This is an optimization exercise on Yosys and OpenROAD, whose aim is small area, not a production implementation.
At most, simulation tests tie the RTL to the original design; equivalence was not proved.
For runs 2 and 3, only the layout was checked, not whether the RTL still works.
Power figures rest on the tool's default switching activity, not on a simulated workload.

--- design/flow/config.mk ---
export PLATFORM = sky130hd
export DESIGN_NAME = synth_core
export DESIGN_NICKNAME = synth_core
export VERILOG_FILES = /design/flow/design.v
export SDC_FILE = /design/flow/constraint.sdc
export NUM_CORES = 4
export LEC_CHECK = 0
export ABC_AREA = 1
export CAP_MARGIN = 20
export CORE_MARGIN = 2
export CORE_UTILIZATION = 55
export PLACE_DENSITY = 0.65
export SLEW_MARGIN = 20
--- design/flow/constraint.sdc ---
create_clock -name core_clock -period 45.0 [get_ports {clk}]
set_input_delay 9.0000 -clock core_clock [delete_from_list [all_inputs] [get_ports {clk}]]
set_output_delay 9.0000 -clock core_clock [all_outputs]
set_load 0.01 [all_outputs]
--- design/flow/design.v ---
module sc_add #(parameter W = 8) (
    input  [W-1:0] a,
    input  [W-1:0] b,
    input          ci,
    output [W-1:0] s
);
    wire [W:0] c;
    assign c[0] = ci;
    genvar k;
    generate
        for (k = 0; k < W; k = k + 1) begin : bit_
            assign s[k]   = a[k] ^ b[k] ^ c[k];
            assign c[k+1] = (a[k] & b[k]) | (a[k] & c[k]) | (b[k] & c[k]);
        end
    endgenerate
endmodule
module sc_uart (
    input            clk,
    input            rst,
    input            uart_rx,
    output reg [7:0] rx_byte,
    output reg [2:0] bidx,
    output           flip,       
    output           new_bit,    
    output     [9:0] LEDR,
    output     [6:0] HEX0,
    output     [6:0] HEX1,
    output     [6:0] HEX2
);
    localparam S_IDLE = 2'd0, S_START = 2'd1, S_DATA = 2'd2, S_STOP = 2'd3;
    reg [2:0]  rx_sync;
    reg        rx_data, rx_prev;
    reg [1:0]  state;
    reg [12:0] cnt;
    reg [7:0]  led;
    reg        hex_ok;
    wire cnt_half = (cnt & 13'd2603) == 13'd2603;
    wire cnt_full = (cnt & 13'd5207) == 13'd5207;
    wire cnt_end  = (state == S_START) ? cnt_half : cnt_full;
    wire data_end = (state == S_DATA) & cnt_full;
    wire start_ok = (state == S_START) & cnt_half & ~rx_data;
    assign new_bit = start_ok | (data_end & (bidx != 3'd7));
    assign flip    = data_end & (rx_data != rx_byte[bidx]);
    always @(posedge clk) begin
        if (rst) begin
            rx_sync <= 3'b111;
            rx_data <= 1'b1;
            rx_prev <= 1'b1;
            state   <= S_IDLE;
            bidx    <= 3'd0;
            rx_byte <= 8'd0;
            led     <= 8'd0;
            hex_ok  <= 1'b0;
        end else begin
            rx_sync <= {rx_sync[1:0], uart_rx};
            rx_data <= rx_sync[2];
            rx_prev <= rx_data;
            case (state)
                S_IDLE:  if (rx_prev & ~rx_data) state <= S_START;
                S_START: if (cnt_half) state <= rx_data ? S_IDLE : S_DATA;
                S_DATA:  if (cnt_full) begin
                             rx_byte[bidx] <= rx_data;
                             bidx <= bidx + 3'd1;
                             if (bidx == 3'd7) state <= S_STOP;
                         end
                S_STOP:  if (cnt_full) begin
                             state <= S_IDLE;
                             if (rx_data && rx_byte <= 8'd200) begin
                                 led    <= rx_byte;
                                 hex_ok <= 1'b1;
                             end
                         end
            endcase
        end
    end
    always @(posedge clk)
        cnt <= (state == S_IDLE || cnt_end) ? 13'd0 : cnt + 13'd1;
    function [6:0] seg7;
        input [3:0] d;
        case (d)
            4'd0: seg7 = 7'b1000000;
            4'd1: seg7 = 7'b1111001;
            4'd2: seg7 = 7'b0100100;
            4'd3: seg7 = 7'b0110000;
            4'd4: seg7 = 7'b0011001;
            4'd5: seg7 = 7'b0010010;
            4'd6: seg7 = 7'b0000010;
            4'd7: seg7 = 7'b1111000;
            4'd8: seg7 = 7'b0000000;
            4'd9: seg7 = 7'b0010000;
            default: seg7 = 7'b0000000;
        endcase
    endfunction
    wire [7:0] led_ones = led % 8'd10;
    wire [7:0] led_tens = (led / 8'd10) % 8'd10;
    wire [7:0] led_hund = led / 8'd100;
    assign LEDR = {2'b00, led};
    assign HEX0 = hex_ok ? seg7(led_ones[3:0]) : 7'b1111111;
    assign HEX1 = hex_ok ? seg7(led_tens[3:0]) : 7'b1111111;
    assign HEX2 = hex_ok ? seg7(led_hund[3:0]) : 7'b1111111;
endmodule
module sc_song (
    input             clk,
    input             rst,
    input             play_n,
    output reg [11:0] song_sel
);
    reg        playing, prev_key;
    reg [4:0]  nidx;
    reg [12:0] ntimer;
    reg [12:0] dur;
    always @(*) begin
        case (nidx)
            5'd1, 5'd3, 5'd19, 5'd21: dur = 13'd750;
            5'd8:                     dur = 13'd6000;
            5'd13, 5'd15, 5'd17:      dur = 13'd1500;
            5'd24, 5'd25, 5'd26:      dur = 13'd4500;
            default:                  dur = 13'd3000;
        endcase
    end
    always @(*) begin
        case (nidx)
            5'd11, 5'd15, 5'd25: song_sel = 12'b000010000000;  
            5'd17:               song_sel = 12'b000000010000;  
            5'd19, 5'd24:        song_sel = 12'b001000000000;  
            5'd21:               song_sel = 12'b100000000000;  
            5'd23:               song_sel = 12'b010000000000;  
            default:             song_sel = 12'b000000000000;
        endcase
    end
    always @(posedge clk) begin
        if (rst) begin
            nidx     <= 5'd0;
            playing  <= 1'b0;
            prev_key <= 1'b1;
        end else begin
            if (prev_key & ~play_n) playing <= ~playing;
            prev_key <= play_n;
            if (playing) begin
                if (ntimer == 13'd0) nidx <= nidx + 5'd1;
            end else
                nidx <= 5'd0;
        end
    end
    always @(posedge clk) begin
        if (playing) begin
            if (ntimer == 13'd0) ntimer <= dur;
            else                 ntimer <= ntimer - 13'd1;
        end else
            ntimer <= 13'd0;
    end
endmodule
module sc_bend (
    input               clk,
    input               rst,
    input               flip,
    input               new_bit,
    input  [7:0]        rx_byte,
    input  [2:0]        bidx,
    output reg [419:0] mainv,
    output reg          bvalid      
);
    reg [419:0] sh;      
    reg [4:0]   wi, bp;   
    reg [2:0]   w5;       
    reg [24:0]  cr;       
    reg [16:0] d;
    always @(*) begin
        case (wi)
            5'd0: d = 17'd26554;
            5'd1: d = 17'd95493;
            5'd2: d = 17'd90186;
            5'd3: d = 17'd85118;
            5'd4: d = 17'd80421;
            5'd5: d = 17'd75955;
            5'd6: d = 17'd71700;
            5'd7: d = 17'd69599;
            5'd8: d = 17'd64063;
            5'd9: d = 17'd60262;
            5'd10: d = 17'd56818;
            5'd11: d = 17'd53837;
            5'd12: d = 17'd51130;
            5'd13: d = 17'd47746;
            5'd14: d = 17'd45029;
            5'd15: d = 17'd42558;
            5'd16: d = 17'd40213;
            5'd17: d = 17'd37977;
            5'd18: d = 17'd35850;
            5'd19: d = 17'd34799;
            5'd20: d = 17'd32031;
            5'd21: d = 17'd30105;
            5'd22: d = 17'd28530;
            5'd23: d = 17'd27213;
            default: d = 17'd0;
        endcase
    end
    wire [7:0]  uc    = rx_byte ^ (8'd1 << bidx);
    wire [8:0]  z     = 9'd200 - {1'b0, uc};
    wire        neg   = z[8];
    wire        cw    = (w5 == 3'd1);
    wire        ew    = (w5 == 3'd0);
    wire        nw17  = (wi == 5'd0) | (wi >= 5'd13);    
    wire [4:0]  mk    = nw17 ? bp - 5'd1 : bp;            
    wire        mul   = cw & (mk <= 5'd8);
    wire        first = mul & (mk == 5'd8);
    wire        zk    = z[mk[3:0]];
    wire        addon = mul & zk;
    wire [24:0] base  = first ? (neg ? 25'd17408 : 25'd0) : cr;
    wire [24:0] addend = addon ? ({8'd0, d} ^ {25{first}}) : 25'd0;
    wire [24:0] sum;
    sc_add #(25) add_cr (.a({base[23:0], 1'b0}), .b(addend), .ci(addon & first), .s(sum));
    wire [7:0]  t     = cr[24:17];
    wire        q     = t >= 8'd100;
    wire [7:0]  tq    = t - 8'd100;
    wire [6:0]  rn    = q ? tq[6:0] : t[6:0];
    always @(posedge clk) begin
        cr <= {mul ? sum[24:18] : rn, sum[17:0]};
        sh <= {sh[418:0], ew ? q : sh[419]};
        if (new_bit) begin
            wi <= 5'd9;
            bp <= 5'd4;
            w5 <= 3'd2;
        end else if (bp == 5'd0) begin
            wi <= (wi == 5'd0) ? 5'd23 : wi - 5'd1;
            bp <= nw17 ? 5'd16 : 5'd17;
            w5 <= (w5 == 3'd0) ? 3'd4 : w5 - 3'd1;
        end else
            bp <= bp - 5'd1;
    end
    always @(posedge clk) begin
        if (rst) bvalid <= 1'b0;
        else if (flip) bvalid <= 1'b1;
        if (flip) mainv <= sh;
    end
endmodule
module sc_voice #(
    parameter [18:0] D4 = 19'd0,
    parameter [18:0] D5 = 19'd0
) (
    input        clk,
    input        rst,
    input [17:0] m4,
    input [16:0] m5,
    input        neg,
    input        oct4,
    input        octon,
    input        bend,
    input        bvalid,
    input        en,
    input [1:0]  wsel,
    output       cmp
);
    wire [18:0] b4    = {neg, neg | m4[17], m4[16:0]};
    wire [18:0] b5    = {neg, neg, m5};
    wire [18:0] bentv = oct4 ? b4 : b5;
    wire [18:0] dbl   = oct4 ? {D4[17:0], 1'b0} : {D5[17:0], 1'b0};
    wire [18:0] plain = oct4 ? D4 : D5;
    wire [18:0] dp    = (en & octon) ? (bend ? (bvalid ? bentv : dbl) : plain) : 19'd0;
    wire [18:0] thr   = (wsel == 2'b01) ? {1'b0, dp[18:1]} :
                        (wsel == 2'b11) ? {2'b00, dp[18:2]} : dp;
    reg  [18:0] ph;
    wire [18:0] a1 = {1'b0, ph[18:1]};
    wire [19:0] c1, c2;    
    assign c1[0] = 1'b0;
    assign c2[0] = 1'b0;
    genvar k;
    generate
        for (k = 0; k < 19; k = k + 1) begin : cmp_
            assign c1[k+1] = (~a1[k] & dp[k])  | ((~a1[k] | dp[k])  & c1[k]);
            assign c2[k+1] = (~ph[k] & thr[k]) | ((~ph[k] | thr[k]) & c2[k]);
        end
    endgenerate
    wire clr = ~c1[19];    
    always @(posedge clk)
        ph <= (rst | clr) ? 19'd0 : ph + 19'd1;
    assign cmp = c2[19];
endmodule
module sc_filter (
    input             clk,
    input             rst,
    input             en,
    input      [2:0]  s,
    input      [5:0]  code,
    output reg [31:0] aout
);
    reg [26:0] a;    
    always @(*) begin
        case (code)
            6'b000000: a = 27'd130467728;
            6'b000001: a = 27'd130780228;
            6'b000010: a = 27'd131092728;
            6'b000011: a = 27'd131405228;
            6'b000100: a = 27'd131717728;
            6'b000101: a = 27'd132030228;
            6'b000110: a = 27'd132342728;
            6'b000111: a = 27'd132655228;
            6'b001000: a = 27'd132967728;
            6'b001001: a = 27'd133280228;
            6'b001010: a = 27'd133592728;
            6'b001011: a = 27'd133905228;
            6'b001100: a = 27'd0;
            6'b001101: a = 27'd312500;
            6'b001110: a = 27'd625000;
            6'b001111: a = 27'd937500;
            6'b010000: a = 27'd1250000;
            6'b010001: a = 27'd1562500;
            6'b010010: a = 27'd1875000;
            6'b010011: a = 27'd2187500;
            6'b010100: a = 27'd2500000;
            6'b010101: a = 27'd2812500;
            6'b010110: a = 27'd3125000;
            6'b010111: a = 27'd3437500;
            6'b011000: a = 27'd3750000;
            6'b100000: a = 27'd133280228;
            6'b100001: a = 27'd133358353;
            6'b100010: a = 27'd133436478;
            6'b100011: a = 27'd133514603;
            6'b100100: a = 27'd133592728;
            6'b100101: a = 27'd133670853;
            6'b100110: a = 27'd133748978;
            6'b100111: a = 27'd133827103;
            6'b101000: a = 27'd133905228;
            6'b101001: a = 27'd133983353;
            6'b101010: a = 27'd134061478;
            6'b101011: a = 27'd134139603;
            6'b101100: a = 27'd0;
            6'b101101: a = 27'd78125;
            6'b101110: a = 27'd156250;
            6'b101111: a = 27'd234375;
            6'b110000: a = 27'd312500;
            6'b110001: a = 27'd390625;
            6'b110010: a = 27'd468750;
            6'b110011: a = 27'd546875;
            6'b110100: a = 27'd625000;
            6'b110101: a = 27'd703125;
            6'b110110: a = 27'd781250;
            6'b110111: a = 27'd859375;
            6'b111000: a = 27'd937500;
            default: a = 27'd0;
        endcase
    end
    reg  [5:0]  dl0, dl1, dl2, dl3;
    reg  [28:0] avgp;      
    reg  [31:0] wsum;      
    reg [28:0] x;    
    always @(*) begin
        case (dl3)
            6'b000000: x = 29'd533120912;
            6'b000001: x = 29'd533433412;
            6'b000010: x = 29'd533745912;
            6'b000011: x = 29'd534058412;
            6'b000100: x = 29'd534370912;
            6'b000101: x = 29'd534683412;
            6'b000110: x = 29'd534995912;
            6'b000111: x = 29'd535308412;
            6'b001000: x = 29'd535620912;
            6'b001001: x = 29'd535933412;
            6'b001010: x = 29'd536245912;
            6'b001011: x = 29'd536558412;
            6'b001100: x = 29'd0;
            6'b001101: x = 29'd312500;
            6'b001110: x = 29'd625000;
            6'b001111: x = 29'd937500;
            6'b010000: x = 29'd1250000;
            6'b010001: x = 29'd1562500;
            6'b010010: x = 29'd1875000;
            6'b010011: x = 29'd2187500;
            6'b010100: x = 29'd2500000;
            6'b010101: x = 29'd2812500;
            6'b010110: x = 29'd3125000;
            6'b010111: x = 29'd3437500;
            6'b011000: x = 29'd3750000;
            6'b100000: x = 29'd535933412;
            6'b100001: x = 29'd536011537;
            6'b100010: x = 29'd536089662;
            6'b100011: x = 29'd536167787;
            6'b100100: x = 29'd536245912;
            6'b100101: x = 29'd536324037;
            6'b100110: x = 29'd536402162;
            6'b100111: x = 29'd536480287;
            6'b101000: x = 29'd536558412;
            6'b101001: x = 29'd536636537;
            6'b101010: x = 29'd536714662;
            6'b101011: x = 29'd536792787;
            6'b101100: x = 29'd0;
            6'b101101: x = 29'd78125;
            6'b101110: x = 29'd156250;
            6'b101111: x = 29'd234375;
            6'b110000: x = 29'd312500;
            6'b110001: x = 29'd390625;
            6'b110010: x = 29'd468750;
            6'b110011: x = 29'd546875;
            6'b110100: x = 29'd625000;
            6'b110101: x = 29'd703125;
            6'b110110: x = 29'd781250;
            6'b110111: x = 29'd859375;
            6'b111000: x = 29'd937500;
            default: x = 29'd0;
        endcase
    end
    wire [28:0] avgn;
    sc_add #(29) add_avg (.a(avgp), .b(x), .ci(1'b0), .s(avgn));
    wire [28:0] ap = {a, 2'b00};
    wire [28:0] r0 = s[0] ? avgp : ap;
    wire [28:0] r1 = s[1] ? avgp : ap;
    wire [28:0] r2 = s[2] ? avgp : ap;
    wire [30:0] t1;
    sc_add #(31) add_t1 (.a({2'b00, r1}), .b({1'b0, r2, 1'b0}), .ci(1'b0), .s(t1));
    wire [31:0] w2;
    sc_add #(32) add_w2 (.a({1'b0, t1}), .b({1'b0, r0, 2'b00}), .ci(1'b0), .s(w2));
    wire [36:0] o1 = {t1, 6'd0};
    wire [36:0] o2 = {5'd0, w2};
    wire [36:0] o3 = {2'b00, w2, 3'd0};
    wire [36:0] cs = o1 ^ o2 ^ o3;
    wire [36:0] cc = (o1 & o2) | (o1 & o3) | (o2 & o3);
    wire [36:0] f;
    sc_add #(37) add_f (.a(cs), .b({cc[35:0], 1'b0}), .ci(1'b0), .s(f));
    always @(posedge clk) begin
        if (rst) begin
            dl0  <= 6'd12;
            dl1  <= 6'd12;
            dl2  <= 6'd12;
            dl3  <= 6'd12;
            avgp <= 29'd0;
            wsum <= 32'd0;
            aout <= 32'd0;
        end else if (en) begin
            dl0  <= code;
            dl1  <= dl0;
            dl2  <= dl1;
            dl3  <= dl2;
            avgp <= avgn;
            wsum <= f[36:5];
            aout <= wsum;
        end else
            aout <= {a, 5'd0};
    end
endmodule
module synth_core (
    input             clk,
    input             rst_n,
    input             play_n,
    input      [9:0]  SW,
    input      [11:0] GPIO_0,
    input             uart_rx,
    output     [31:0] audio_out,
    output     [9:0]  LEDR,
    output     [6:0]  HEX0,
    output     [6:0]  HEX1,
    output     [6:0]  HEX2
);
    wire rst = ~rst_n;
    wire [7:0]  rx_byte;
    wire [2:0]  bidx;
    wire        flip, new_bit;
    sc_uart uart (
        .clk(clk), .rst(rst), .uart_rx(uart_rx), .rx_byte(rx_byte), .bidx(bidx),
        .flip(flip), .new_bit(new_bit), .LEDR(LEDR), .HEX0(HEX0), .HEX1(HEX1),
        .HEX2(HEX2));
    wire [11:0] song_sel;
    sc_song song (.clk(clk), .rst(rst), .play_n(play_n), .song_sel(song_sel));
    wire [11:0] nsel = SW[0] ? song_sel : GPIO_0;
    wire [419:0] mainv;
    wire         bvalid;
    sc_bend bend (
        .clk(clk), .rst(rst), .flip(flip), .new_bit(new_bit), .rx_byte(rx_byte),
        .bidx(bidx), .mainv(mainv), .bvalid(bvalid));
    wire [17:0] m4_0 = mainv[17:0];
    wire [16:0] m5_0 = mainv[232:216];
    wire [17:0] m4_1 = mainv[35:18];
    wire [16:0] m5_1 = mainv[249:233];
    wire [17:0] m4_2 = mainv[53:36];
    wire [16:0] m5_2 = mainv[266:250];
    wire [17:0] m4_3 = mainv[71:54];
    wire [16:0] m5_3 = mainv[283:267];
    wire [17:0] m4_4 = mainv[89:72];
    wire [16:0] m5_4 = mainv[300:284];
    wire [17:0] m4_5 = mainv[107:90];
    wire [16:0] m5_5 = mainv[317:301];
    wire [17:0] m4_6 = mainv[125:108];
    wire [16:0] m5_6 = mainv[334:318];
    wire [17:0] m4_7 = mainv[143:126];
    wire [16:0] m5_7 = mainv[351:335];
    wire [17:0] m4_8 = mainv[161:144];
    wire [16:0] m5_8 = mainv[368:352];
    wire [17:0] m4_9 = mainv[179:162];
    wire [16:0] m5_9 = mainv[385:369];
    wire [17:0] m4_10 = mainv[197:180];
    wire [16:0] m5_10 = mainv[402:386];
    wire [17:0] m4_11 = mainv[215:198];
    wire [16:0] m5_11 = mainv[419:403];
    wire neg   = rx_byte > 8'd200;
    wire octon = SW[9] | SW[8];
    wire [11:0] cmp;
    sc_voice #(.D4(19'd95493), .D5(19'd47746)) v0 (
        .clk(clk), .rst(rst), .m4(m4_0), .m5(m5_0), .neg(neg), .oct4(SW[9]),
        .octon(octon), .bend(SW[7]), .bvalid(bvalid), .en(nsel[0]), .wsel(SW[6:5]),
        .cmp(cmp[0]));
    sc_voice #(.D4(19'd90186), .D5(19'd45029)) v1 (
        .clk(clk), .rst(rst), .m4(m4_1), .m5(m5_1), .neg(neg), .oct4(SW[9]),
        .octon(octon), .bend(SW[7]), .bvalid(bvalid), .en(nsel[1]), .wsel(SW[6:5]),
        .cmp(cmp[1]));
    sc_voice #(.D4(19'd85118), .D5(19'd42558)) v2 (
        .clk(clk), .rst(rst), .m4(m4_2), .m5(m5_2), .neg(neg), .oct4(SW[9]),
        .octon(octon), .bend(SW[7]), .bvalid(bvalid), .en(nsel[2]), .wsel(SW[6:5]),
        .cmp(cmp[2]));
    sc_voice #(.D4(19'd80421), .D5(19'd40213)) v3 (
        .clk(clk), .rst(rst), .m4(m4_3), .m5(m5_3), .neg(neg), .oct4(SW[9]),
        .octon(octon), .bend(SW[7]), .bvalid(bvalid), .en(nsel[3]), .wsel(SW[6:5]),
        .cmp(cmp[3]));
    sc_voice #(.D4(19'd75955), .D5(19'd37977)) v4 (
        .clk(clk), .rst(rst), .m4(m4_4), .m5(m5_4), .neg(neg), .oct4(SW[9]),
        .octon(octon), .bend(SW[7]), .bvalid(bvalid), .en(nsel[4]), .wsel(SW[6:5]),
        .cmp(cmp[4]));
    sc_voice #(.D4(19'd71700), .D5(19'd35850)) v5 (
        .clk(clk), .rst(rst), .m4(m4_5), .m5(m5_5), .neg(neg), .oct4(SW[9]),
        .octon(octon), .bend(SW[7]), .bvalid(bvalid), .en(nsel[5]), .wsel(SW[6:5]),
        .cmp(cmp[5]));
    sc_voice #(.D4(19'd69599), .D5(19'd34799)) v6 (
        .clk(clk), .rst(rst), .m4(m4_6), .m5(m5_6), .neg(neg), .oct4(SW[9]),
        .octon(octon), .bend(SW[7]), .bvalid(bvalid), .en(nsel[6]), .wsel(SW[6:5]),
        .cmp(cmp[6]));
    sc_voice #(.D4(19'd64063), .D5(19'd32031)) v7 (
        .clk(clk), .rst(rst), .m4(m4_7), .m5(m5_7), .neg(neg), .oct4(SW[9]),
        .octon(octon), .bend(SW[7]), .bvalid(bvalid), .en(nsel[7]), .wsel(SW[6:5]),
        .cmp(cmp[7]));
    sc_voice #(.D4(19'd60262), .D5(19'd30105)) v8 (
        .clk(clk), .rst(rst), .m4(m4_8), .m5(m5_8), .neg(neg), .oct4(SW[9]),
        .octon(octon), .bend(SW[7]), .bvalid(bvalid), .en(nsel[8]), .wsel(SW[6:5]),
        .cmp(cmp[8]));
    sc_voice #(.D4(19'd56818), .D5(19'd28530)) v9 (
        .clk(clk), .rst(rst), .m4(m4_9), .m5(m5_9), .neg(neg), .oct4(SW[9]),
        .octon(octon), .bend(SW[7]), .bvalid(bvalid), .en(nsel[9]), .wsel(SW[6:5]),
        .cmp(cmp[9]));
    sc_voice #(.D4(19'd53837), .D5(19'd27213)) v10 (
        .clk(clk), .rst(rst), .m4(m4_10), .m5(m5_10), .neg(neg), .oct4(SW[9]),
        .octon(octon), .bend(SW[7]), .bvalid(bvalid), .en(nsel[10]), .wsel(SW[6:5]),
        .cmp(cmp[10]));
    sc_voice #(.D4(19'd51130), .D5(19'd26554)) v11 (
        .clk(clk), .rst(rst), .m4(m4_11), .m5(m5_11), .neg(neg), .oct4(SW[9]),
        .octon(octon), .bend(SW[7]), .bvalid(bvalid), .en(nsel[11]), .wsel(SW[6:5]),
        .cmp(cmp[11]));
    wire [11:0] up = nsel & cmp;
    wire [11:0] nd = ~nsel | cmp;
    reg  [4:0]  cnt;
    integer vi;
    always @(*) begin
        cnt = 5'd0;
        for (vi = 0; vi < 12; vi = vi + 1)
            cnt = cnt + up[vi] + nd[vi];
    end
    reg [4:0] vc;     
    reg       low;    
    always @(posedge clk) begin
        vc  <= rst ? 5'd12 : cnt;
        low <= (SW[6:5] == 2'b10);
    end
    wire [31:0] aout;
    sc_filter filt (
        .clk(clk), .rst(rst), .en(SW[4]), .s(SW[3:1]), .code({low, vc}),
        .aout(aout));
    assign audio_out = aout;
endmodule
--- design/flow/run.sh ---
#!/bin/bash
# synth_recipe.tcl (not shown) runs the flow's synth.tcl, then flattens the netlist and writes it again
# the make line also repeats each setting of config.mk as NAME=value (left out here)
make -C /OpenROAD-flow-scripts/flow DESIGN_CONFIG=/design/flow/config.mk WORK_HOME=/design/flow/orfs CLKGATE_MAP_FILE= SYNTH_SCRIPT=/design/flow/synth_recipe.tcl finish
==> impl_metrics.json, run 1 <==
{
  "status": "finished clean",
  "cts_buffers": 139,
  "drt_iter0_markers": 4281,
  "synth_cell_types": 80,
  "synth_commonest_cells": "nand2_1, dfxtp_1, inv_1",
  "ir_worst_vdd_mv": 0.0389,
  "p_per_area_mw_per_mm2": 47.2,
  "grtUsageMet1_pct": 36.2,
  "max_stage_delay_ps": 590,
  "htree_levels": 4,
  "cts_hold_buf": 0,
  "hpwl_um": 107000,
  "postCtsSetupRepairBufs": 0,
  "end_kind": "flop",
  "nets": 7625,
  "clockBufferDepth": 3,
  "die_area_mm2": 0.117,
  "place_congestion": 0.888,
  "crit_type": "primary input to flop",
  "mappedNetlistArea_mm2": 0.0629,
  "setup_viol": 0,
  "drv_slew": 0,
  "grt_max_degree": 164,
  "fp-row-count": 124,
  "ys_top_cells_by_area": "dfxtp_1, edfxtp_1, nand2_1, inv_1, fa_1",
  "multi_input_area_mm2": 0.0273,
  "syn_to_final_growth_pct": 10.9,
  "die_y_um": 342,
  "drtPass1Iterations": 6,
  "cts.repair.resized": 0,
  "final-hold-violation-count": 0,
  "min_path_type": "flop to flop",
  "async_flop_share_pct": 0,
  "cts.sinks": 1344,
  "wl_um": 158000,
  "yosys.area.top_type": "dfxtp_1",
  "clkLatencyLatePin_ps": 760,
  "ys_seq_area_share_pct": 49.4,
  "port_buffers": 86,
  "worstSetupStartpointType": "primary input",
  "vias": 49000,
  "synth_edf_count": 420,
  "cp.arrival_ps": 25880,
  "final-seq-area_mm2": 0.0311,
  "grt_pass1_wl_um": 250000,
  "fp.dieW_um": 342,
  "worst_clock_skew_ps": 38.8,
  "overflow": 0,
  "slowest_stage": "clkinv_1",
  "clockRootBuffer": "clkbuf_16",
  "wire_per_inst_um": 17.6,
  "synth_ff_type": "dfxtp_1",
  "crit_fanout": 28,
  "crit_path_frequent_cell": "fa_1",
  "finalCriticalPeriod_ps": 25290,
  "syn_inst": 7333,
  "fin_tns_setup_ps": 0,
  "synth_warnings": 17,
  "fill_cells": 9905,
  "avgSynthCellArea_um2": 8.58,
  "worstPathRequired_ps": 45590,
  "synth_top_area_share_pct": 29.4,
  "dpl_cell_area_mm2": 0.0651,
  "clock.fmax_ghz": 0.0395,
  "synthMostInstantiatedCell": "nand2_1",
  "drive_gt1_share_pct": 7.80,
  "met2_usage_pct": 44.4,
  "rsz0062_at_grt": "false",
  "antenna_left": 0,
  "cts_tree": "built",
  "top_usage_layer": "met2",
  "grt_pass1_vias": 46100,
  "max-slew-margin-rel_pct": 27.5,
  "ios": 89,
  "met3_usage_pct": 3.94,
  "coreArea_mm2": 0.114,
  "fin_crit_sh_pct": 56.2,
  "leakage_nw": 26.9,
  "fin_area_mm2": 0.0698,
  "cts.clk_slew.worst_paths_ps": 60,
  "drc": 0,
  "drv_cap": 0,
  "start_util_pct": 55.2,
  "synth_seq_cells": 1344,
  "crit_family": "adder cells",
  "tightest_slew_ps": 1090,
  "antenna_found_initial": 2,
  "via_per_inst": 5.45,
  "grtUsageTotal_pct": 26.8,
  "cp_num_buf_inv": 7
}
-- layout by cell type, fill, tap and decap left out, drive strengths merged, types with 131 or more instances in the layout --
cell type / Yosys / layout
nand3: 486 / 486
o22ai: 193 / 193
o21ai: 412 / 412
inv: 921 / 930
fa: 131 / 131
clkbuf: 146 / 191
edfxtp: 420 / 420
or2: 207 / 207
dfxtp: 924 / 924
nor2: 630 / 630
xor2: 246 / 246
a21oi: 257 / 257
nand2: 1587 / 1587
-- worst reg2reg max path: cells and delay by family (launching register included) --
family,cells,cell delay (ps)
adders and majority gates,36,14130
AOI/OAI and AO/OA,4,840
DFF,1,810
buffers and inverters,5,330
xor gates and xnor gates,1,310
and+or+nand+nor,2,390
-- metal layers --
| metal | part of all wire (%) | vias up |
|---|---|---|
| met5 | 0 | - |
| met4 | 2.6 | 0 |
| met3 | 6.2 | 261 |
| met2 | 47 | 1541 |
| met1 | 44 | 22900 |
| li1 | - | 24300 |
-- cell families after synthesis --
logic type / count (synthesis) / synth area share (%)
xor+xnor: 288 / 4.05
buf+inv: 1185 / 7.29
mux: 7 / 0.111
simple gates: 3071 / 21.0
compound gates: 1190 / 11.7
fa+ha+maj: 247 / 6.46
other cells: 1 / 0.00596
flops: 1344 / 49.4
-- sequential cells by signal, summed over array words and instances, names as in the netlist, 19 cells and up, named ones only --
name	count
v0.ph	19
v5.ph	19
v4.ph	19
filt.aout	32
v3.ph	19
filt.wsum	32
filt.avgp	29
filt.add_avg.b	22
v10.ph	19
bend.mainv	420
v9.ph	19
v8.ph	19
bend.cr	25
v2.ph	19
v1.ph	19
v7.ph	19
v6.ph	19
bend.sh	420
v11.ph	19
-- where the power goes --
part,total [mW],internal (mW),leakage (nW),switching (mW)
clock network,1.16,0.662,2.26,0.499
logic,0.787,0.305,14.2,0.482
registers,1.34,1.31,10.5,0.0338
total,3.29,2.28,26.9,1.01
-- cell type report --
cell class / count / area share (%)
multi-input combinational: 4805 / 39.1
antenna: 1 / 0.00359
clock buffer: 191 / 5.50
inverter: 932 / 5.04
sequential: 1344 / 44.6
timing repair buffer: 135 / 1.81
tap: 1512 / 2.71
clock inverter: 67 / 1.24
-- metrics by stage --
stage	setup WS, ps	total power [mW]	cells	hold WS (ps)	utilization [%]
final	19710	3.29	8987	338	61.3
after global routing	19030	3.49	8986	345	61.3
after CTS	19810	3.32	8986	341	61.3
after detailed placement	19060	2.15	8728	332	57.1
after global placement	19240	2.14	8727	328	57.1
after floorplan	19980	1.96	7334	327	-
-- worst paths after layout --
kind	from	to	slack [ps]	cells after the start
worst max-delay path	SW[3]	filt.wsum[30]$_SDFFE_PN0P_	19710	49
worst min register to register	bend.sh[59]$_DFF_P_	bend.sh[60]$_DFF_P_	340	0
worst min-delay path	bend.sh[59]$_DFF_P_	bend.sh[60]$_DFF_P_	340	0
worst max register to register	low$_DFF_P_	filt.wsum[30]$_SDFFE_PN0P_	28020	48
==> run 2, diff against run 1 <==
--- a/design/flow/design.v
+++ b/design/flow/design.v
@@ -104,29 +104,22 @@
     input             rst,
     input             play_n,
-    output reg [11:0] song_sel
+    output     [11:0] song_sel
 );
     reg        playing, prev_key;
     reg [4:0]  nidx;
     reg [12:0] ntimer;
-    reg [12:0] dur;
-    always @(*) begin
-        case (nidx)
-            5'd1, 5'd3, 5'd19, 5'd21: dur = 13'd750;
-            5'd8:                     dur = 13'd6000;
-            5'd13, 5'd15, 5'd17:      dur = 13'd1500;
-            5'd24, 5'd25, 5'd26:      dur = 13'd4500;
-            default:                  dur = 13'd3000;
-        endcase
-    end
-    always @(*) begin
-        case (nidx)
-            5'd11, 5'd15, 5'd25: song_sel = 12'b000010000000;  
-            5'd17:               song_sel = 12'b000000010000;  
-            5'd19, 5'd24:        song_sel = 12'b001000000000;  
-            5'd21:               song_sel = 12'b100000000000;  
-            5'd23:               song_sel = 12'b010000000000;  
-            default:             song_sel = 12'b000000000000;
-        endcase
-    end
+    wire [12:0] dur =
+        (nidx == 5'd1 || nidx == 5'd3 || nidx == 5'd19 || nidx == 5'd21) ? 13'd750 :
+        (nidx == 5'd8) ? 13'd6000 :
+        (nidx == 5'd13 || nidx == 5'd15 || nidx == 5'd17) ? 13'd1500 :
+        (nidx == 5'd24 || nidx == 5'd25 || nidx == 5'd26) ? 13'd4500 : 13'd3000;
+    assign song_sel = {nidx == 5'd21,                                    
+                       nidx == 5'd23,                                    
+                       nidx == 5'd19 || nidx == 5'd24,                   
+                       1'b0,
+                       nidx == 5'd11 || nidx == 5'd15 || nidx == 5'd25,  
+                       2'b00,
+                       nidx == 5'd17,                                    
+                       4'b0000};
     always @(posedge clk) begin
         if (rst) begin
@@ -165,7 +158,13 @@
     reg [2:0]   w5;       
     reg [24:0]  cr;       
+    wire [7:0]  uc    = rx_byte ^ (8'd1 << bidx);
+    wire [8:0]  z     = 9'd200 - {1'b0, uc};
+    wire        neg   = z[8];
+    wire        cw    = (w5 == 3'd1);
+    wire        ew    = (w5 == 3'd0);
+    wire [4:0] da = wi & {5{cw}};
     reg [16:0] d;
     always @(*) begin
-        case (wi)
+        case (da)
             5'd0: d = 17'd26554;
             5'd1: d = 17'd95493;
@@ -192,12 +191,7 @@
             5'd22: d = 17'd28530;
             5'd23: d = 17'd27213;
-            default: d = 17'd0;
+            default: d = 17'bx;
         endcase
     end
-    wire [7:0]  uc    = rx_byte ^ (8'd1 << bidx);
-    wire [8:0]  z     = 9'd200 - {1'b0, uc};
-    wire        neg   = z[8];
-    wire        cw    = (w5 == 3'd1);
-    wire        ew    = (w5 == 3'd0);
     wire        nw17  = (wi == 5'd0) | (wi >= 5'd13);    
     wire [4:0]  mk    = nw17 ? bp - 5'd1 : bp;            
@@ -287,55 +281,55 @@
     always @(*) begin
         case (code)
-            6'b000000: a = 27'd130467728;
-            6'b000001: a = 27'd130780228;
-            6'b000010: a = 27'd131092728;
-            6'b000011: a = 27'd131405228;
-            6'b000100: a = 27'd131717728;
-            6'b000101: a = 27'd132030228;
-            6'b000110: a = 27'd132342728;
-            6'b000111: a = 27'd132655228;
-            6'b001000: a = 27'd132967728;
-            6'b001001: a = 27'd133280228;
-            6'b001010: a = 27'd133592728;
-            6'b001011: a = 27'd133905228;
-            6'b001100: a = 27'd0;
-            6'b001101: a = 27'd312500;
-            6'b001110: a = 27'd625000;
-            6'b001111: a = 27'd937500;
-            6'b010000: a = 27'd1250000;
-            6'b010001: a = 27'd1562500;
-            6'b010010: a = 27'd1875000;
-            6'b010011: a = 27'd2187500;
-            6'b010100: a = 27'd2500000;
-            6'b010101: a = 27'd2812500;
-            6'b010110: a = 27'd3125000;
-            6'b010111: a = 27'd3437500;
-            6'b011000: a = 27'd3750000;
-            6'b100000: a = 27'd133280228;
-            6'b100001: a = 27'd133358353;
-            6'b100010: a = 27'd133436478;
-            6'b100011: a = 27'd133514603;
-            6'b100100: a = 27'd133592728;
-            6'b100101: a = 27'd133670853;
-            6'b100110: a = 27'd133748978;
-            6'b100111: a = 27'd133827103;
-            6'b101000: a = 27'd133905228;
-            6'b101001: a = 27'd133983353;
-            6'b101010: a = 27'd134061478;
-            6'b101011: a = 27'd134139603;
-            6'b101100: a = 27'd0;
-            6'b101101: a = 27'd78125;
-            6'b101110: a = 27'd156250;
-            6'b101111: a = 27'd234375;
-            6'b110000: a = 27'd312500;
-            6'b110001: a = 27'd390625;
-            6'b110010: a = 27'd468750;
-            6'b110011: a = 27'd546875;
-            6'b110100: a = 27'd625000;
-            6'b110101: a = 27'd703125;
-            6'b110110: a = 27'd781250;
-            6'b110111: a = 27'd859375;
-            6'b111000: a = 27'd937500;
-            default: a = 27'd0;
+            6'd0: a = 27'd130467728;
+            6'd1: a = 27'd130780228;
+            6'd2: a = 27'd131092728;
+            6'd3: a = 27'd131405228;
+            6'd4: a = 27'd131717728;
+            6'd5: a = 27'd132030228;
+            6'd6: a = 27'd132342728;
+            6'd7: a = 27'd132655228;
+            6'd8: a = 27'd132967728;
+            6'd9: a = 27'd133280228;
+            6'd10: a = 27'd133592728;
+            6'd11: a = 27'd133905228;
+            6'd12: a = 27'd0;
+            6'd13: a = 27'd312500;
+            6'd14: a = 27'd625000;
+            6'd15: a = 27'd937500;
+            6'd16: a = 27'd1250000;
+            6'd17: a = 27'd1562500;
+            6'd18: a = 27'd1875000;
+            6'd19: a = 27'd2187500;
+            6'd20: a = 27'd2500000;
+            6'd21: a = 27'd2812500;
+            6'd22: a = 27'd3125000;
+            6'd23: a = 27'd3437500;
+            6'd24: a = 27'd3750000;
+            6'd32: a = 27'd133280228;
+            6'd33: a = 27'd133358353;
+            6'd34: a = 27'd133436478;
+            6'd35: a = 27'd133514603;
+            6'd36: a = 27'd133592728;
+            6'd37: a = 27'd133670853;
+            6'd38: a = 27'd133748978;
+            6'd39: a = 27'd133827103;
+            6'd40: a = 27'd133905228;
+            6'd41: a = 27'd133983353;
+            6'd42: a = 27'd134061478;
+            6'd43: a = 27'd134139603;
+            6'd44: a = 27'd0;
+            6'd45: a = 27'd78125;
+            6'd46: a = 27'd156250;
+            6'd47: a = 27'd234375;
+            6'd48: a = 27'd312500;
+            6'd49: a = 27'd390625;
+            6'd50: a = 27'd468750;
+            6'd51: a = 27'd546875;
+            6'd52: a = 27'd625000;
+            6'd53: a = 27'd703125;
+            6'd54: a = 27'd781250;
+            6'd55: a = 27'd859375;
+            6'd56: a = 27'd937500;
+            default: a = 27'bx;
         endcase
     end
@@ -343,58 +337,59 @@
     reg  [28:0] avgp;      
     reg  [31:0] wsum;      
-    reg [28:0] x;    
+    wire [5:0] xa = dl3 & {6{en}};
+    reg [28:0] x;
     always @(*) begin
-        case (dl3)
-            6'b000000: x = 29'd533120912;
-            6'b000001: x = 29'd533433412;
-            6'b000010: x = 29'd533745912;
-            6'b000011: x = 29'd534058412;
-            6'b000100: x = 29'd534370912;
-            6'b000101: x = 29'd534683412;
-            6'b000110: x = 29'd534995912;
-            6'b000111: x = 29'd535308412;
-            6'b001000: x = 29'd535620912;
-            6'b001001: x = 29'd535933412;
-            6'b001010: x = 29'd536245912;
-            6'b001011: x = 29'd536558412;
-            6'b001100: x = 29'd0;
-            6'b001101: x = 29'd312500;
-            6'b001110: x = 29'd625000;
-            6'b001111: x = 29'd937500;
-            6'b010000: x = 29'd1250000;
-            6'b010001: x = 29'd1562500;
-            6'b010010: x = 29'd1875000;
-            6'b010011: x = 29'd2187500;
-            6'b010100: x = 29'd2500000;
-            6'b010101: x = 29'd2812500;
-            6'b010110: x = 29'd3125000;
-            6'b010111: x = 29'd3437500;
-            6'b011000: x = 29'd3750000;
-            6'b100000: x = 29'd535933412;
-            6'b100001: x = 29'd536011537;
-            6'b100010: x = 29'd536089662;
-            6'b100011: x = 29'd536167787;
-            6'b100100: x = 29'd536245912;
-            6'b100101: x = 29'd536324037;
-            6'b100110: x = 29'd536402162;
-            6'b100111: x = 29'd536480287;
-            6'b101000: x = 29'd536558412;
-            6'b101001: x = 29'd536636537;
-            6'b101010: x = 29'd536714662;
-            6'b101011: x = 29'd536792787;
-            6'b101100: x = 29'd0;
-            6'b101101: x = 29'd78125;
-            6'b101110: x = 29'd156250;
-            6'b101111: x = 29'd234375;
-            6'b110000: x = 29'd312500;
-            6'b110001: x = 29'd390625;
-            6'b110010: x = 29'd468750;
-            6'b110011: x = 29'd546875;
-            6'b110100: x = 29'd625000;
-            6'b110101: x = 29'd703125;
-            6'b110110: x = 29'd781250;
-            6'b110111: x = 29'd859375;
-            6'b111000: x = 29'd937500;
-            default: x = 29'd0;
+        case (xa)
+            6'd0: x = 29'd533120912;
+            6'd1: x = 29'd533433412;
+            6'd2: x = 29'd533745912;
+            6'd3: x = 29'd534058412;
+            6'd4: x = 29'd534370912;
+            6'd5: x = 29'd534683412;
+            6'd6: x = 29'd534995912;
+            6'd7: x = 29'd535308412;
+            6'd8: x = 29'd535620912;
+            6'd9: x = 29'd535933412;
+            6'd10: x = 29'd536245912;
+            6'd11: x = 29'd536558412;
+            6'd12: x = 29'd0;
+            6'd13: x = 29'd312500;
+            6'd14: x = 29'd625000;
+            6'd15: x = 29'd937500;
+            6'd16: x = 29'd1250000;
+            6'd17: x = 29'd1562500;
+            6'd18: x = 29'd1875000;
+            6'd19: x = 29'd2187500;
+            6'd20: x = 29'd2500000;
+            6'd21: x = 29'd2812500;
+            6'd22: x = 29'd3125000;
+            6'd23: x = 29'd3437500;
+            6'd24: x = 29'd3750000;
+            6'd32: x = 29'd535933412;
+            6'd33: x = 29'd536011537;
+            6'd34: x = 29'd536089662;
+            6'd35: x = 29'd536167787;
+            6'd36: x = 29'd536245912;
+            6'd37: x = 29'd536324037;
+            6'd38: x = 29'd536402162;
+            6'd39: x = 29'd536480287;
+            6'd40: x = 29'd536558412;
+            6'd41: x = 29'd536636537;
+            6'd42: x = 29'd536714662;
+            6'd43: x = 29'd536792787;
+            6'd44: x = 29'd0;
+            6'd45: x = 29'd78125;
+            6'd46: x = 29'd156250;
+            6'd47: x = 29'd234375;
+            6'd48: x = 29'd312500;
+            6'd49: x = 29'd390625;
+            6'd50: x = 29'd468750;
+            6'd51: x = 29'd546875;
+            6'd52: x = 29'd625000;
+            6'd53: x = 29'd703125;
+            6'd54: x = 29'd781250;
+            6'd55: x = 29'd859375;
+            6'd56: x = 29'd937500;
+            default: x = 29'bx;
         endcase
     end
--- a/design/flow/config.mk
+++ b/design/flow/config.mk
@@ -10,4 +10,6 @@
 export CORE_MARGIN = 2
 export CORE_UTILIZATION = 55
+export CTS_BUF_LIST = sky130_fd_sc_hd__clkbuf_4
+export GPL_TIMING_DRIVEN = 0
 export PLACE_DENSITY = 0.65
 export SLEW_MARGIN = 20
==> impl_metrics.json, run 2 <==
{
  "drtPass1Iterations": 6,
  "grtUsageMet1_pct": 44.7,
  "ff2ff_setup_slack_ps": 28500,
  "reg2reg_depth": 50,
  "crit_fanout": 10,
  "rr_startpoint": "vc[4]$_SDFF_PN0_",
  "setup_viol": 0,
  "end_kind": "flop",
  "drv_cap": 0,
  "synth_top_area_share_pct": 28.5,
  "fin_crit_sh_pct": 54.9,
  "met3_usage_pct": 7.38,
  "tightest_slew_ps": 1270,
  "stdcell_count": 9263,
  "cts.sinks": 1290,
  "worst_clock_skew_ps": 108,
  "clkLatencyLatePin_ps": 1210,
  "synth_seq_cells": 1290,
  "synth_warnings": 17,
  "ios": 89,
  "finalCriticalPeriod_ps": 24720,
  "worstSetupStartpointType": "primary input",
  "leakage_nw": 26.8,
  "hold_ws_ps": 291,
  "synth_ff_type": "dfxtp_1",
  "vias": 51300,
  "reg.largest.list": "bend.mainv (420), bend.sh (420)",
  "p_per_area_mw_per_mm2": 47.0,
  "met2_usage_pct": 54.6,
  "hpwl_um": 154000,
  "top_usage_layer": "met2",
  "drt_iter0_markers": 5716,
  "mappedNetlistArea_mm2": 0.0611,
  "ys_seq_area_share_pct": 49.2,
  "syn_inst": 7081,
  "grt_pass1_wl_um": 291000,
  "drc": 0,
  "cp.arrival_ps": 25770,
  "hold_start": "bend.sh[287]$_DFF_P_",
  "clockBufferDepth": 4,
  "clkPwrFrac_pct": 31.8,
  "overflow": 0,
  "status": "finished clean",
  "nets": 7801,
  "dpl_cell_area_mm2": 0.0644,
  "cp-startpoint": "SW[2]",
  "place_congestion": 0.968,
  "die_area_mm2": 0.114,
  "pwr-share-seq_pct": 39.8,
  "drv_slew": 0,
  "coreArea_mm2": 0.110,
  "antenna_left": 0,
  "crit_path_frequent_cell": "fa_1",
  "htree_levels": 5,
  "cts.repair.resized": 0,
  "slowest_stage": "clkdlybuf4s50_1",
  "async_flop_share_pct": 0,
  "max_stage_delay_ps": 610,
  "swShare_pct": 33.2,
  "dp_cells": 8678,
  "rsz0062_at_grt": "false",
  "antenna_found_initial": 5,
  "synth_cell_types": 80,
  "grt_pass1_vias": 47800,
  "final-hold-violation-count": 0,
  "mostFrequentLayoutCell": "nand2_1",
  "synthMostInstantiatedCell": "nand2_1",
  "clock.fmax_ghz": 0.0405,
  "drive_gt1_share_pct": 10.5,
  "postCtsSetupRepairBufs": 0,
  "cts_hold_buf": 0,
  "fin_util_pct": 62.3,
  "wire_per_inst_um": 21.3,
  "ir_worst_vdd_mv": 0.0405,
  "port_buffers": 83,
  "synth_commonest_cells": "nand2_1, dfxtp_1, inv_1",
  "min_path_type": "flop to flop",
  "syn_to_final_growth_pct": 12.5,
  "max-slew-margin-rel_pct": 15.6,
  "synth_edf_count": 420,
  "cts_tree": "built",
  "fp.dieW_um": 337,
  "hold_depth": 0,
  "avgSynthCellArea_um2": 8.62,
  "cts_buffers": 339,
  "worstPathRequired_ps": 46050,
  "power_switching_mw": 1.07,
  "ys_top_cells_by_area": "dfxtp_1, edfxtp_1, nand2_1, inv_1, fa_1",
  "clockRootBuffer": "clkbuf_4",
  "grt_max_degree": 25,
  "p_int_mw": 2.15,
  "cts.clk_slew.worst_paths_ps": 70,
  "fin_area_mm2": 0.0687,
  "fp-row-count": 122,
  "start_util_pct": 55.3,
  "wl_um": 198000,
  "via_per_inst": 5.54,
  "die_y_um": 337,
  "fin_tns_setup_ps": 0,
  "combinationalPowerShare_pct": 28.5,
  "crit_type": "primary input to flop",
  "most-common-layout-cells": "nand2_1, dfxtp_1, inv_1",
  "grtUsageTotal_pct": 34.4,
  "yosys.area.top_type": "dfxtp_1"
}
-- run 2: cells by family (layout without fill, tap and decap cells) --
group                    Yosys count  in the layout  share of synthesized area, %
XOR/XNOR                         253            253                          3.67
AND/OR/NAND/NOR                 2913           2913                          20.1
other                              1              5                       0.00614
AO/OA/AOI/OAI                   1212           1212                          12.4
adder cells (fa/ha/maj)          311            311                          7.72
buffers and inverters           1093           1783                          6.87
multiplexers                       8              8                         0.131
flip-flops                      1290           1290                          49.2
-- run 2: per-layer routing --
layer	up-vias	part of all wire (%)
met5	-	0.017
met4	4	4.9
met3	426	8.3
met2	2234	45
met1	24000	42
li1	24700	-
-- run 2: layout make-up --
type,count,area (µm²)
Fill cell,9742,41700
Sequential cell,1290,30000
Multi-Input combinational cell,4699,26900
Clock buffer,507,3810
Inverter,841,3160
Tap cell,1488,1860
Timing Repair Buffer,108,1450
Buffer,252,1040
Clock inverter,75,474
Antenna cell,3,7.51
-- run 2: stage by stage --
step	power, mW	worst slack, ps
detailed placement	2.21	19220
global route	3.45	19740
CTS	3.24	20440
floorplan	1.99	19980
finish	3.23	20280
global placement	2.20	8290
-- run 2: critical path, delay by kind of cell --
family / cells / cell delay [ps]
fa+ha+maj: 37 / 14200
buf+inv: 8 / 1500
simple gates: 4 / 410
xor+xnor: 1 / 390
compound gates: 2 / 240
-- run 2: power by group through the flow --
stage / registers, mW / clock network [mW] / logic (mW)
detailed placement: 1.31 / 0 / 0.906
floorplan: 1.30 / 0 / 0.694
finish: 1.28 / 1.03 / 0.918
global placement: 1.31 / 0 / 0.893
CTS: 1.28 / 1.04 / 0.915
global route: 1.29 / 1.10 / 1.06
-- run 2: path summary, 6_finish.rpt --
kind | end
max | filt.wsum[30]$_SDFFE_PN0P_
min | bend.sh[288]$_DFF_P_
max reg2reg | filt.wsum[30]$_SDFFE_PN0P_
min reg2reg | bend.sh[288]$_DFF_P_
==> run 3, diff against run 2 <==
--- a/design/flow/design.v
+++ b/design/flow/design.v
@@ -250,5 +250,6 @@
     wire [18:0] dbl   = oct4 ? {D4[17:0], 1'b0} : {D5[17:0], 1'b0};
     wire [18:0] plain = oct4 ? D4 : D5;
-    wire [18:0] dp    = (en & octon) ? (bend ? (bvalid ? bentv : dbl) : plain) : 19'd0;
+    wire        act   = en & octon;
+    wire [18:0] dp    = bend ? (bvalid ? bentv : dbl) : plain;
     wire [18:0] thr   = (wsel == 2'b01) ? {1'b0, dp[18:1]} :
                         (wsel == 2'b11) ? {2'b00, dp[18:2]} : dp;
@@ -265,8 +266,8 @@
         end
     endgenerate
-    wire clr = ~c1[19];    
+    wire clr = ~act | ~c1[19];    
     always @(posedge clk)
         ph <= (rst | clr) ? 19'd0 : ph + 19'd1;
-    assign cmp = c2[19];
+    assign cmp = act & c2[19];
 endmodule
 module sc_filter (
==> design/flow/flow/run.sh (new file) <==
#!/bin/bash
# Own layout flow: the standard flow (standard.sh) unchanged, except that
# the synthesis maps logic with a stronger ABC area script
# (flow/abc_area_own.script). The synthesis script is the standard flow's
# synth_recipe.tcl, with Yosys's abc command wrapped so that it reads that
# script; every other step, and the registers, are the standard flow's.
set -euo pipefail
W=$(pwd)
cp flow/abc_area_own.script "$W/abc_area_own.script"
{
  echo 'proc abc {args} {'
  echo '  set i [lsearch -exact $args -script]'
  echo "  if {\$i >= 0} { lset args [expr {\$i + 1}] {$W/abc_area_own.script} }"
  echo '  yosys abc {*}$args'
  echo '}'
  cat synth_recipe.tcl
} > "$W/own_synth.tcl"
sed "s#SYNTH_SCRIPT=[^ ]*#SYNTH_SCRIPT=$W/own_synth.tcl#" standard.sh > "$W/own_standard.sh"
grep -q "SYNTH_SCRIPT=$W/own_synth.tcl" "$W/own_standard.sh"
bash "$W/own_standard.sh" > "$W/own_flow_make.log" 2>&1
test -s out/final.def
==> design/flow/flow/abc_area_own.script (new file) <==
strash
balance; rewrite; refactor; balance; rewrite; rewrite -z; balance; refactor -z; rewrite -z; balance
balance; rewrite; refactor; balance; rewrite; rewrite -z; balance; refactor -z; rewrite -z; balance
dch -f
amap
strash
dch -f
amap
topo
==> design/flow/standard.sh (new file) <==
#!/bin/bash
# synth_recipe.tcl (not shown) runs the flow's synth.tcl, then flattens the netlist and writes it again
# the make line also repeats each setting of config.mk as NAME=value (left out here)
make -C /OpenROAD-flow-scripts/flow DESIGN_CONFIG=/design/flow/config.mk WORK_HOME=/design/flow/orfs CLKGATE_MAP_FILE= SYNTH_SCRIPT=/design/flow/synth_recipe.tcl "${@:-finish}"
--- a/design/flow/config.mk
+++ b/design/flow/config.mk
@@ -10,6 +10,4 @@
 export CORE_MARGIN = 2
 export CORE_UTILIZATION = 55
-export CTS_BUF_LIST = sky130_fd_sc_hd__clkbuf_4
-export GPL_TIMING_DRIVEN = 0
 export PLACE_DENSITY = 0.65
 export SLEW_MARGIN = 20
removed: design/flow/run.sh
==> impl_metrics.json, run 3 <==
{
  "status": "finished clean",
  "route.met3.wl_um": 8890,
  "synth_commonest_cells": "nor2_1, dfxtp_1, clkinv_1",
  "final-hold-violation-count": 0,
  "wl_um": 148000,
  "drt_iter0_markers": 4208,
  "fin_area_mm2": 0.0645,
  "max_stage_delay_ps": 710,
  "wire_per_inst_um": 19.4,
  "postCtsSetupRepairBufs": 0,
  "vias": 45400,
  "drtPass1Iterations": 8,
  "clockRootBuffer": "clkbuf_16",
  "synth_warnings": 17,
  "cts.sinks": 1290,
  "max-slew-margin-rel_pct": 29.6,
  "fp-row-count": 117,
  "async_flop_share_pct": 0,
  "rr_startpoint": "low$_DFF_P_",
  "dpl_cell_area_mm2": 0.0599,
  "grt_pass1_vias": 42500,
  "hold_ws_ps": 338,
  "most-common-layout-cells": "nor2_1, dfxtp_1, clkinv_1",
  "htree_levels": 4,
  "cts_buffers": 135,
  "die_y_um": 325,
  "mappedNetlistArea_mm2": 0.0567,
  "crit_fanout": 31,
  "grtUsageTotal_pct": 27.6,
  "synth_cell_types": 54,
  "grt_pass1_wl_um": 234000,
  "ios": 89,
  "synth_ff_type": "dfxtp_1",
  "cts.clk_slew.worst_paths_ps": 60,
  "dp_worst_setup_slack_ps": 18440,
  "worstSetupStartpointType": "primary input",
  "fp.dieW_um": 325,
  "synth_top_area_share_pct": 30.7,
  "cp.arrival_ps": 26490,
  "overflow": 0,
  "drive_gt1_share_pct": 4.87,
  "cts_tree": "built",
  "nets": 6396,
  "tightest_slew_ps": 1060,
  "crit_type": "primary input to flop",
  "fin_tns_setup_ps": 0,
  "drv_cap": 0,
  "antenna_left": 0,
  "clockBufferDepth": 3,
  "cts_hold_buf": 0,
  "leakage_nw": 21.3,
  "hold_start": "bend.sh[325]$_DFF_P_",
  "syn_inst": 5841,
  "fill_cells": 8611,
  "grt_max_degree": 164,
  "via_per_inst": 5.96,
  "mostFrequentLayoutCell": "nor2_1",
  "clock.fmax_ghz": 0.0386,
  "avgSynthCellArea_um2": 9.71,
  "p_int_mw": 2.46,
  "final-seq-area_mm2": 0.0300,
  "reg.largest.list": "bend.mainv (420), bend.sh (420)",
  "cp-startpoint": "SW[2]",
  "min_path_type": "flop to flop",
  "clkLatencyLatePin_ps": 750,
  "cts.repair.resized": 0,
  "antenna_found_initial": 7,
  "setup_viol": 0,
  "multi_input_area_mm2": 0.0243,
  "ys_seq_area_share_pct": 52.9,
  "hpwl_um": 97900,
  "finalCriticalPeriod_ps": 25910,
  "rsz0062_at_grt": "false",
  "synth_seq_cells": 1290,
  "synth_edf_count": 420,
  "syn_to_final_growth_pct": 13.7,
  "port_buffers": 86,
  "layout_setup_ws_ps": 19090,
  "met2WireLength_um": 67100,
  "place_congestion": 0.888,
  "end_kind": "flop",
  "worstPathRequired_ps": 45580,
  "coreArea_mm2": 0.102,
  "fin_crit_sh_pct": 57.6,
  "worst_clock_skew_ps": 28.9,
  "ys_top_cells_by_area": "dfxtp_1, edfxtp_1, nor2_1, fa_1, clkinv_1",
  "combinationalPowerShare_pct": 36.6,
  "p_per_area_mw_per_mm2": 59.0,
  "crit_path_frequent_cell": "fa_1",
  "power_switching_mw": 1.35,
  "drc": 0,
  "top_layer": "met5",
  "swShare_pct": 35.5,
  "start_util_pct": 55.6,
  "clkPwrFrac_pct": 29.7,
  "slowest_stage": "clkinv_1",
  "ir_worst_vdd_mv": 0.0621,
  "synthMostInstantiatedCell": "nor2_1",
  "die_area_mm2": 0.106,
  "wl_met1_um": 67800,
  "yosys.area.top_type": "dfxtp_1",
  "drv_slew": 0,
  "pwr-share-seq_pct": 33.7
}
-- run 3: changes by cell type in the layout (fill, tap and decap cells not counted), sizes merged, moves of 343 or more --
cell    change
nand2    -1205
inv       -816
clkinv    +613
clkbuf    -499
nor2      +350
nand3     -343
-- run 3: cell families after synthesis --
group | count (synthesis) | share of synthesized area (%)
other cells | 1 | 0.00661
simple gates | 1721 | 12.5
xor+xnor | 2 | 0.0309
fa+ha+maj | 243 | 7.08
compound gates | 1927 | 23.1
flops | 1290 | 52.9
buf+inv | 657 | 4.37
-- run 3: worst max-delay path, delay by kind of cell --
family          cells  cell delay, ps
fa+ha+maj          35           13670
compound gates      8            1590
simple gates        4             350
buf+inv             7            1840
-- run 3: final timing paths --
path                           endpoint  slack (ps)  cells past startpoint
max          filt.wsum[31]$_SDFFE_PN0P_       19090                     54
min                bend.sh[326]$_DFF_P_         340                      0
max reg2reg  filt.wsum[31]$_SDFFE_PN0P_       27110                     54
min reg2reg        bend.sh[326]$_DFF_P_         340                      0
-- run 3: power groups by stage --
stage	clock network, mW	logic [mW]	registers, mW
finish	1.13	1.39	1.28
global route	1.20	1.61	1.29
CTS	1.15	1.40	1.28
detailed placement	0	1.39	1.31
global placement	0	1.39	1.30
floorplan	0	1.03	1.30
-- run 3: stage by stage --
stage          util (%)  cells  total power [mW]
6_report           63.2   7610              3.81
5_1_grt            63.2   7609              4.10
4_1_cts            63.2   7609              3.84
3_5_place_dp       58.7   7358              2.69
3_3_place_gp       58.7   7358              2.70
2_1_floorplan         -   5842              2.33
-- run 3: routing by layer --
metal | global-route usage (%) | vias up
li1 | - | 22100
met1 | 39.0 | 21500
met2 | 43.9 | 1420
met3 | 3.92 | 280
met4 | 8.71 | 4
met5 | 0 | -
-- run 3: area by class of cell --
class                      count  share of cell area [%]
timing repair buffer         152                    2.18
sequential                  1290                    46.6
clock buffer                 176                    5.77
clock inverter                75                    1.30
inverter                     653                    3.82
tap                         1368                    2.65
antenna                        1                 0.00388
multi-input combinational   3895                    37.7

-- afterwards: timing with drivers on the ports --
In the flow no input, the clock included, has a driving cell. The finished layouts below were timed again as built, in two steps. Step 1 (the two cells are an assumption about what drives the block):
set clk [get_ports {clk}]
set_driving_cell -lib_cell sky130_fd_sc_hd__clkbuf_16 $clk
set_driving_cell -lib_cell sky130_fd_sc_hd__buf_2 [delete_from_list [all_inputs] $clk]
Step 2 times the ports against the registers' clock, not the clock port: input delays grow and output delays shrink by t, the midpoint of the rising clock arrivals with the driver on. a / b / c = ideal ports / drivers / drivers and shift; a / b = the first two.
run	t, ns	setup slack, ns	hold WS [ns]	latest minus earliest clock arrival (ns)	worst slew at a driven data input, ns
run 1	0.823	19.714 / 19.764 / 18.941	0.338 / 0.338 / 0.338	0.047 / 0.047	0.12
run 2	1.229	20.280 / 20.287 / 19.058	0.291 / 0.291 / 0.291	0.123 / 0.123	0.11
run 3	0.810	19.085 / 19.126 / 18.315	0.338 / 0.338 / 0.338	0.031 / 0.031	0.16
After both steps every run listed still meets setup and hold. For run 2, which loses most, drivers alone change the setup slack by +0.007 ns; drivers and shift together by -1.222 ns.
